Background: an optimization exercise with open tools, aiming at small area. Do not read the settings as production practice.
Function was checked by simulation only, so behaviour that the tests miss may differ from the original.
Power is estimated from default activity; no workload was simulated. The flow treats the clock pin as an ideal source, which a real chip does not have.

==> flow/design.v (outline; a module is shown in full before it is edited, if it fits) <==
// module LeNet_C1_layer: 3784 lines
// module c1_hold: 9 lines
// module c1_fa: 10 lines
module LeNet_C1_layer(
	input	wire		i_sclk,
	input	wire		i_rstn,
	input	wire		i_vsync,
	input	wire		i_hsync,
	input	wire		i_valid,
	input	wire		i_tdata,
	input	wire[5:0]	i_W_en,
	input	wire[7:0]	i_Weight_1,
	input	wire[7:0]	i_Weight_2,
	input	wire[7:0]	i_Weight_3,
	input	wire[7:0]	i_Weight_4,
	input	wire[7:0]	i_Weight_5,
	input	wire[7:0]	i_Weight_6,
	input	wire[4:0]	i_W_addr,
	input	wire[7:0]	i_Bias_1,
	input	wire[7:0]	i_Bias_2,
	input	wire[7:0]	i_Bias_3,
	input	wire[7:0]	i_Bias_4,
	input	wire[7:0]	i_Bias_5,
	input	wire[7:0]	i_Bias_6,
	output	reg 		o_hsync,
	output	reg 		o_valid,
	output	reg [5:0]	o_tdata
);
  // ...
==> flow/flow/run.sh <==
#!/bin/bash
# The standard layout (standard.sh) with two changes: the port buffers use the
# smallest buffer cell, and clock tree synthesis adds no dummy loads and
# clusters up to 28 sinks within 90 um. Each step's full log stays under
# orfs/logs; make's own output goes to standard.log.
set -euo pipefail
export BUFFER_PORTS_ARGS="-buffer_cell sky130_fd_sc_hd__buf_1"
export CTS_ARGS="-sink_clustering_enable -repair_clock_nets -dont_use_dummy_load -sink_clustering_size 28 -sink_clustering_max_diameter 90"
bash standard.sh > standard.log 2>&1
==> flow/standard.sh <==
#!/bin/bash
# synth_recipe.tcl (not shown) runs the flow's synth.tcl, then flattens the netlist and writes it again
# the make line also repeats each setting of config.mk as NAME=value (left out here)
make -C /OpenROAD-flow-scripts/flow DESIGN_CONFIG=/design/flow/config.mk WORK_HOME=/design/flow/orfs CLKGATE_MAP_FILE= SYNTH_SCRIPT=/design/flow/synth_recipe.tcl "${@:-finish}"
==> flow/config.mk <==
export PLATFORM = sky130hd
export DESIGN_NAME = LeNet_C1_layer
export DESIGN_NICKNAME = LeNet_C1_layer
export VERILOG_FILES = /design/flow/design.v
export SDC_FILE = /design/flow/constraint.sdc
export NUM_CORES = 4
export LEC_CHECK = 0
export CAP_MARGIN = 20
export CORE_MARGIN = 2
export CORE_UTILIZATION = 60
export CTS_CLUSTER_DIAMETER = 90
export CTS_CLUSTER_SIZE = 28
export PLACE_DENSITY = 0.7
export SLEW_MARGIN = 20
export SYNTH_HIERARCHICAL = 1
==> flow/constraint.sdc <==
create_clock -name core_clock -period 6.0 [get_ports {i_sclk}]
set_input_delay 1.2000 -clock core_clock [delete_from_list [all_inputs] [get_ports {i_sclk}]]
set_output_delay 1.2000 -clock core_clock [all_outputs]
set_load 0.01 [all_outputs]
==> summary.txt, run 1 <==
placement row count - 125
first-pass GRT wire length - 340 mm
post-synthesis cell count - 5711
Non-Filler Instances - 7421
Post-route DRC - 0
met3 Track Usage GR - 10.3%
number of fill cells in the layout - 9080
syn avg cell area - 12.2 µm²
Worst-Margin Slew - 1360 ps
layout cell share with drive strength beyond 1 - 5.05%
CLK BUF - 59
die height - 345 µm
most common cell after layout, fill and taps aside - dfxtp_1
drt wl/cell - 31.8 µm
fraction of area in multi-input gates - 56.1%
CP most frequent cell - fa_1
vias in the first global route - 49900
maximum number of buffers from clock root to sink - 3
initial antenna violation count - 16
Worst R2R Setup Slack - 140 ps
number of synthesized flops with an enable pin - 0
P_comb - 1.10 mW
synthesized area - 69700 µm²
Peak VDD IR - 0.258 mV
I/O pins - 121
WHS Path Cells - 0
status - timing/DRC/antenna clean
Pwr top - registers
Final Skew - 91.7 ps
Hold Path Class - reg2reg
starting density of the core - 60.2%
Met3 Wirelength - 28.6 mm
minimum clock period after layout - 5860 ps
H-tree Lvls - 2
Metal-1 WL - 93.2 mm
initial DRC count - 6925
Clk pwr share - 31.5%
CTS tree - built
FF-to-FF path depth - 17
DP Wirelength - 170 mm
TritonRoute pass-1 iters - 6
==> run 2, diff against run 1 <==
--- a/flow/design.v
+++ b/flow/design.v
@@ -63,24 +63,32 @@
 end
 reg [116:0]	lb;
 wire[116:0]	lb_nx;
 wire		lb_e = val_d[5];
 wire		lb_ne = ~val_d[5];
 c1_hold lb_hold[116:0] (.e(lb_e), .ne(lb_ne), .d({lb[115:0], pix_d[5]}), .q(lb), .y(lb_nx));
 always @(posedge i_sclk)
 	lb <= lb_nx;
-reg [1199:0]	wr;	 
+wire[24:0]	ndec;
+wire		nrst = ~i_rstn;
+wire[5:0]	nwr = ~(i_W_en & {6{i_rstn}});	 
 genvar g, a;
 generate
+	for (a = 0; a < 25; a = a + 1) begin: adec
+		assign ndec[a] = i_W_addr != a;
+	end
+endgenerate
+reg [1199:0]	wr;	 
+generate
 	for (g = 0; g < 6; g = g + 1) begin: wgt
 		for (a = 0; a < 25; a = a + 1) begin: adr
-			wire we = i_W_en[g] && i_W_addr == a;
-			wire e = i_rstn && we;
-			wire ne = i_rstn && !we;
+			wire e, ne;
+			c1_nor2 sel_e (.a(nwr[g]), .b(ndec[a]), .y(e));
+			c1_nor2 sel_ne (.a(e), .b(nrst), .y(ne));
 			wire[7:0] nx;
 			c1_hold h[7:0] (.e(e), .ne(ne), .d(wt[g]), .q(wr[8*(25*g+a) +: 8]), .y(nx));
 			always @(posedge i_sclk)
 				wr[8*(25*g+a) +: 8] <= nx;
 		end
 	end
 endgenerate
 wire m0_1 = ~(wr[0] & lb[116]);
@@ -3786,16 +3794,23 @@
 	input	wire	e,
 	input	wire	ne,
 	input	wire	d,
 	input	wire	q,
 	output	wire	y
 );
 assign y = (e & d) | (ne & q);
 endmodule
+module c1_nor2(
+	input	wire	a,
+	input	wire	b,
+	output	wire	y
+);
+assign y = ~(a | b);
+endmodule
 module c1_fa(
 	input	wire	a,
 	input	wire	b,
 	input	wire	c,
 	output	wire	s,
 	output	wire	co
 );
 assign s = a ^ b ^ c;
==> flow/flow/run.sh (replaced) <==
#!/bin/bash
# The standard layout (standard.sh) with two changes: the port buffers use the
# smallest buffer cell, and clock tree synthesis adds no dummy loads and
# clusters up to 30 sinks within 100 um. Each step's full log stays under
# orfs/logs; make's own output goes to standard.log.
set -euo pipefail
export BUFFER_PORTS_ARGS="-buffer_cell sky130_fd_sc_hd__buf_1"
export CTS_ARGS="-sink_clustering_enable -repair_clock_nets -dont_use_dummy_load -sink_clustering_size 30 -sink_clustering_max_diameter 100"
bash standard.sh > standard.log 2>&1
==> flow/config.mk (replaced) <==
export PLATFORM = sky130hd
export DESIGN_NAME = LeNet_C1_layer
export DESIGN_NICKNAME = LeNet_C1_layer
export VERILOG_FILES = /design/flow/design.v
export SDC_FILE = /design/flow/constraint.sdc
export NUM_CORES = 4
export LEC_CHECK = 0
export CAP_MARGIN = 20
export CORE_MARGIN = 2
export CORE_UTILIZATION = 66
export CTS_CLUSTER_DIAMETER = 100
export CTS_CLUSTER_SIZE = 30
export PLACE_DENSITY = 0.76
export SLEW_MARGIN = 20
export SYNTH_HIERARCHICAL = 1
==> summary.txt, run 2 <==
Post-route DRC - 0 (unchanged)
starting density of the core - 66.5% (was 60.2%)
fmax - 0.171 GHz (about the same)
most common cell after layout, fill and taps aside - dfxtp_1 (unchanged)
placement row count - 118 (was 125)
area grow syn2layout - 6.63% (was 7.54%)
most frequent cell after synthesis - dfxtp_1 (unchanged)
Arrival @ worst endpoint - 6480 ps (was 6500 ps)
Final Util - 70.9% (was 64.8%)
critical path class - reg2reg (unchanged)
syn avg cell area - 12.2 µm² (about the same)
layout cell share with drive strength beyond 1 - 3.90% (was 5.05%)
Synth cell types - 29 (was 38)
I/O pins - 121 (unchanged)
post-synthesis cell count - 5625 (was 5711)
CP max stage delay - 610 ps (was 530 ps)
WHS Path Cells - 0 (unchanged)
CTS tree - built (unchanged)
Post-DP Area - 72000 µm² (was 73200 µm²)
design area - 73400 µm² (was 75000 µm²)
Non-Filler Instances - 7178 (was 7421)
r2r startpoint - lb[113] (was lb[58])
Comb pwr share - 6.7% (was 7.4%)
Synth async-reset ratio - 0% (unchanged)
post-place setup slack - 135 ps (was 142 ps)
P_int - 10.9 mW (was 11.1 mW)
first-pass GRT wire length - 312 mm (was 340 mm)
Final Max Tran Viols - 0 (unchanged)
ANT nets after route - 0 (unchanged)
Yosys warning count - 7 (unchanged)
die width - 327 µm (was 345 µm)
Yosys top cell by area - dfxtp_1 (unchanged)
die height - 327 µm (was 345 µm)
Final GP Congestion - 0.974 (was 0.993)
core area - 103000 µm² (was 116000 µm²)
clock latency on the worst-skew pair - 720 ps (was 760 ps)
Slew HR - 19.3% (was 9.50%)
# nets final - 7055 (was 7141)
CP Buf/Inv Count - 1 (was 2)
pwr dens - 197 nW/µm² (was 198 nW/µm²)
max reg flops - 1200 (unchanged)
CTS sink count - 1345 (unchanged)
area of the multi-input gates - 41300 µm² (was 42000 µm²)
largest net degree at the start of global routing - 87 (was 112)
switching share of power - 24.7% (was 25.5%)
Worst Path Required - 6620 ps (was 6640 ps)
critical path peak fanout - 16 (was 13)
Seq/Total Area, Yosys - 39.1% (was 38.6%)
area share of the largest cell type after synthesis - 39.1% (was 38.6%)
Clock Tree Root - clkbuf_16 (unchanged)
reg2reg end - o_tdata[4] (was o_tdata[3])
Post-Place Cells - 7124 (was 7340)
cells along the critical path - buf_12 > nand2_1 > fa_1 > fa_1 > fa_1 > fa_1 > fa_1 > fa_1 > fa_1 > fa_1 > ha_1 > a211oi_2 > nand3_1 > a2bb2oi_1 > a221oi_1 > or3_1 (was buf_12 > clkbuf_16 > nand2_1 > fa_1 > fa_1 > fa_1 > fa_1 > fa_1 > fa_1 > fa_1 > fa_1 > ha_1 > a211oi_2 > nand3_1 > a2bb2oi_1 > a221oi_1 > or3_1)
TritonCTS Buffers - 52 (was 59)
status - timing/DRC/antenna clean (unchanged)
synth cell count leaders - dfxtp_1 (1345), a22o_1 (1317), fa_1 (1128) (unchanged)
Hold Path Class - reg2reg (unchanged)
sequential power share - 63.1% (was 61.2%)
post-CTS setup buffers - 0 (unchanged)
Final Cycle Share - 97.5% (was 97.6%)
net load switching power - 3.57 mW (was 3.78 mW)
Largest regs - wr: 1200 flops, lb: 117 flops, val_d: 7 flops (unchanged)
element type at the critical path start - register (unchanged)
max_cap viols - 0 (unchanged)
maximum number of buffers from clock root to sink - 3 (unchanged)
initial antenna violation count - 3 (was 16)
top post-synthesis cells by area - dfxtp_1 (39%), fa_1 (33%), a22o_1 (17%) (was dfxtp_1 (39%), fa_1 (32%), a22o_1 (17%))
Peak VDD IR - 0.302 mV (was 0.258 mV)
GRT Total Usage - 39.6% (about the same)
setup_tns - 0 ps (unchanged)
Largest delay share family, worst path - adder cells (unchanged)
clock-pin slew of the registers on the worst-case setup and hold paths - 110 ps (about the same)
Clk pwr share - 30.2% (was 31.5%)
Worst R2R Setup Slack - 150 ps (was 140 ps)
Lkg Pwr - 22.1 nW (was 22.7 nW)
WHS Endpoint - o_valid (was val_d[5])
Mapped Nets - 6881 (was 6967)
vias in the first global route - 48300 (was 49900)
number of fill cells in the layout - 7455 (was 9080)
FF-to-FF path depth - 16 (was 17)
vias per inst - 6.72 (was 6.77)
min-delay src - res_d[6] (was val_d[4])
Die ar. - 107000 µm² (was 119000 µm²)
total grt overflow - 0 (unchanged)
minimum clock period after layout - 5850 ps (was 5860 ps)
CP max-delay cell - fa_1 (unchanged)
TritonRoute pass-1 iters - 6 (unchanged)
Main synth FF type - dfxtp_1 (unchanged)
Final Hold Fails - 0 (unchanged)
Worst Setup End Kind - register (unchanged)
Reg with most FFs - wr (unchanged)
WL final - 210 mm (was 236 mm)
# setup viols final - 0 (unchanged)
DP Wirelength - 152 mm (was 170 mm)
drt wl/cell - 29.2 µm (was 31.8 µm)
Worst-Margin Slew - 1210 ps (was 1360 ps)
H-tree Lvls - 2 (unchanged)
IO buf count - 120 (unchanged)
Final Skew - 49.7 ps (was 91.7 ps)
vias - 48300 (was 50200)
synthesized area - 68800 µm² (was 69700 µm²)
Register Area - 27000 µm² (about the same)
Seq cells post-synth - 1345 (unchanged)
initial DRC count - 6313 (was 6925)
CP most frequent cell - fa_1 (unchanged)
most frequent cells in the layout - dfxtp_1 (1319), a22o_1 (1317), fa_1 (1128) (was dfxtp_1 (1319), a22o_1 (1317), fa_1 (1122))
setup ws final - 147 ps (was 143 ps)
number of synthesized flops with an enable pin - 0 (unchanged)
[run 2: changes by cell type in the layout (fill, tap and decap cells not counted), moves of 11 or more]
cell / change
diode_2: -13
nor2_2: -16
buf_6: -11
clkbuf_16: -11
a21boi_0: -117
a21boi_1: -33
nor2_1: +145
buf_4: -30
[run 2: how the worst max path moves through the flow]
stage / depth (start not counted) / startpoint / end
floorplan: 17 / lb[58] / o_tdata[0]
finish: 16 / lb[113] / o_tdata[4]
detailed placement: 16 / lb[58] / o_tdata[3]
CTS: 16 / lb[58] / o_tdata[3]
global route: 16 / lb[113] / o_tdata[3]
global placement: 16 / lb[58] / o_tdata[2]
[run 2: area by class of cell]
| type | count | area share, % |
|---|---|---|
| Clock buffer | 52 | 1.77 |
| Tap cell | 1380 | 2.35 |
| Inverter | 47 | 0.249 |
| Antenna cell | 1 | 0.00341 |
| Sequential cell | 1345 | 36.7 |
| Timing Repair Buffer | 247 | 2.64 |
| Multi-Input combinational cell | 4106 | 56.2 |
[run 2: modules after synthesis (local to each module, per instance)]
module	cell area, µm²	times used	cells	flops+latches
c1_hold	8.76	1317	1	0
LeNet_C1_layer	33600	1	2880	1345
c1_fa	20.0	1128	1	0
c1_nor2	3.75	300	1	0
[run 2: cell families after synthesis]
| logic type | Yosys count | share of synthesized area, % |
|---|---|---|
| AOI/OAI and AO/OA | 1388 | 17.6 |
| xor gates and xnor gates | 1 | 0.0127 |
| adders and majority gates | 1143 | 33.1 |
| buffers and inverters | 174 | 0.949 |
| DFF | 1345 | 39.1 |
| and+or+nand+nor | 1574 | 9.22 |
[run 2: stage by stage]
| stage | hold slack [ps] | power [mW] |
|---|---|---|
| CTS | 296 | 14.4 |
| floorplan | 310 | 9.72 |
| finish | 294 | 14.4 |
| global route | 299 | 14.8 |
| global placement | 310 | 10.2 |
| detailed placement | 313 | 10.2 |
[run 2: timing repair]
action,in CTS,in global routing
setup endpoints to repair,0,5
hold buffers,0,0
resized for setup,0,12
[run 2: power by group through the flow]
stage	registers (mW)	logic, mW	clock network, mW
finish	9.10	0.965	4.36
global route	9.11	1.02	4.66
CTS	9.10	0.936	4.37
detailed placement	9.30	0.930	0
global placement	9.30	0.920	0
floorplan	9.28	0.445	0
[run 2: layer usage]
layer / vias to the layer above / wire length, µm / part of all wire (%) / GRT usage (%)
met5: - / 31 / 0.015 / 0
met4: 6 / 10500 / 5.0 / 17.0
li1: 20000 / - / - / -
met3: 379 / 24700 / 12 / 9.45
met1: 24900 / 84000 / 40 / 57.9
met2: 2917 / 90300 / 43 / 56.9

separate check: timing with driven ports:
Ports are ideal in the flow. The routed layouts listed here were re-timed in OpenROAD.
Step 1 (the two cells are an assumption about what drives the block):
set clk [get_ports {i_sclk}]
set_driving_cell -lib_cell sky130_fd_sc_hd__clkbuf_16 $clk
set_driving_cell -lib_cell sky130_fd_sc_hd__buf_2 [delete_from_list [all_inputs] $clk]
Step 2 moves the port delays by t, midway between the first and last clock arrival at a register: inputs arrive t later, outputs are due t later. That takes back most of the time a late clock gives input paths.
Three values: no drivers, after step 1, after step 2; two values: the first two.
| run | t (ns) | setup slack, ns | worst slew at a driven data input, ns |
|---|---|---|---|
| run 1 | 0.791 | 0.143 / 0.143 / 0.143 | 0.14 |
| run 2 | 0.775 | 0.147 / 0.147 / 0.147 | 0.19 |
After both steps every run listed still meets setup and hold.
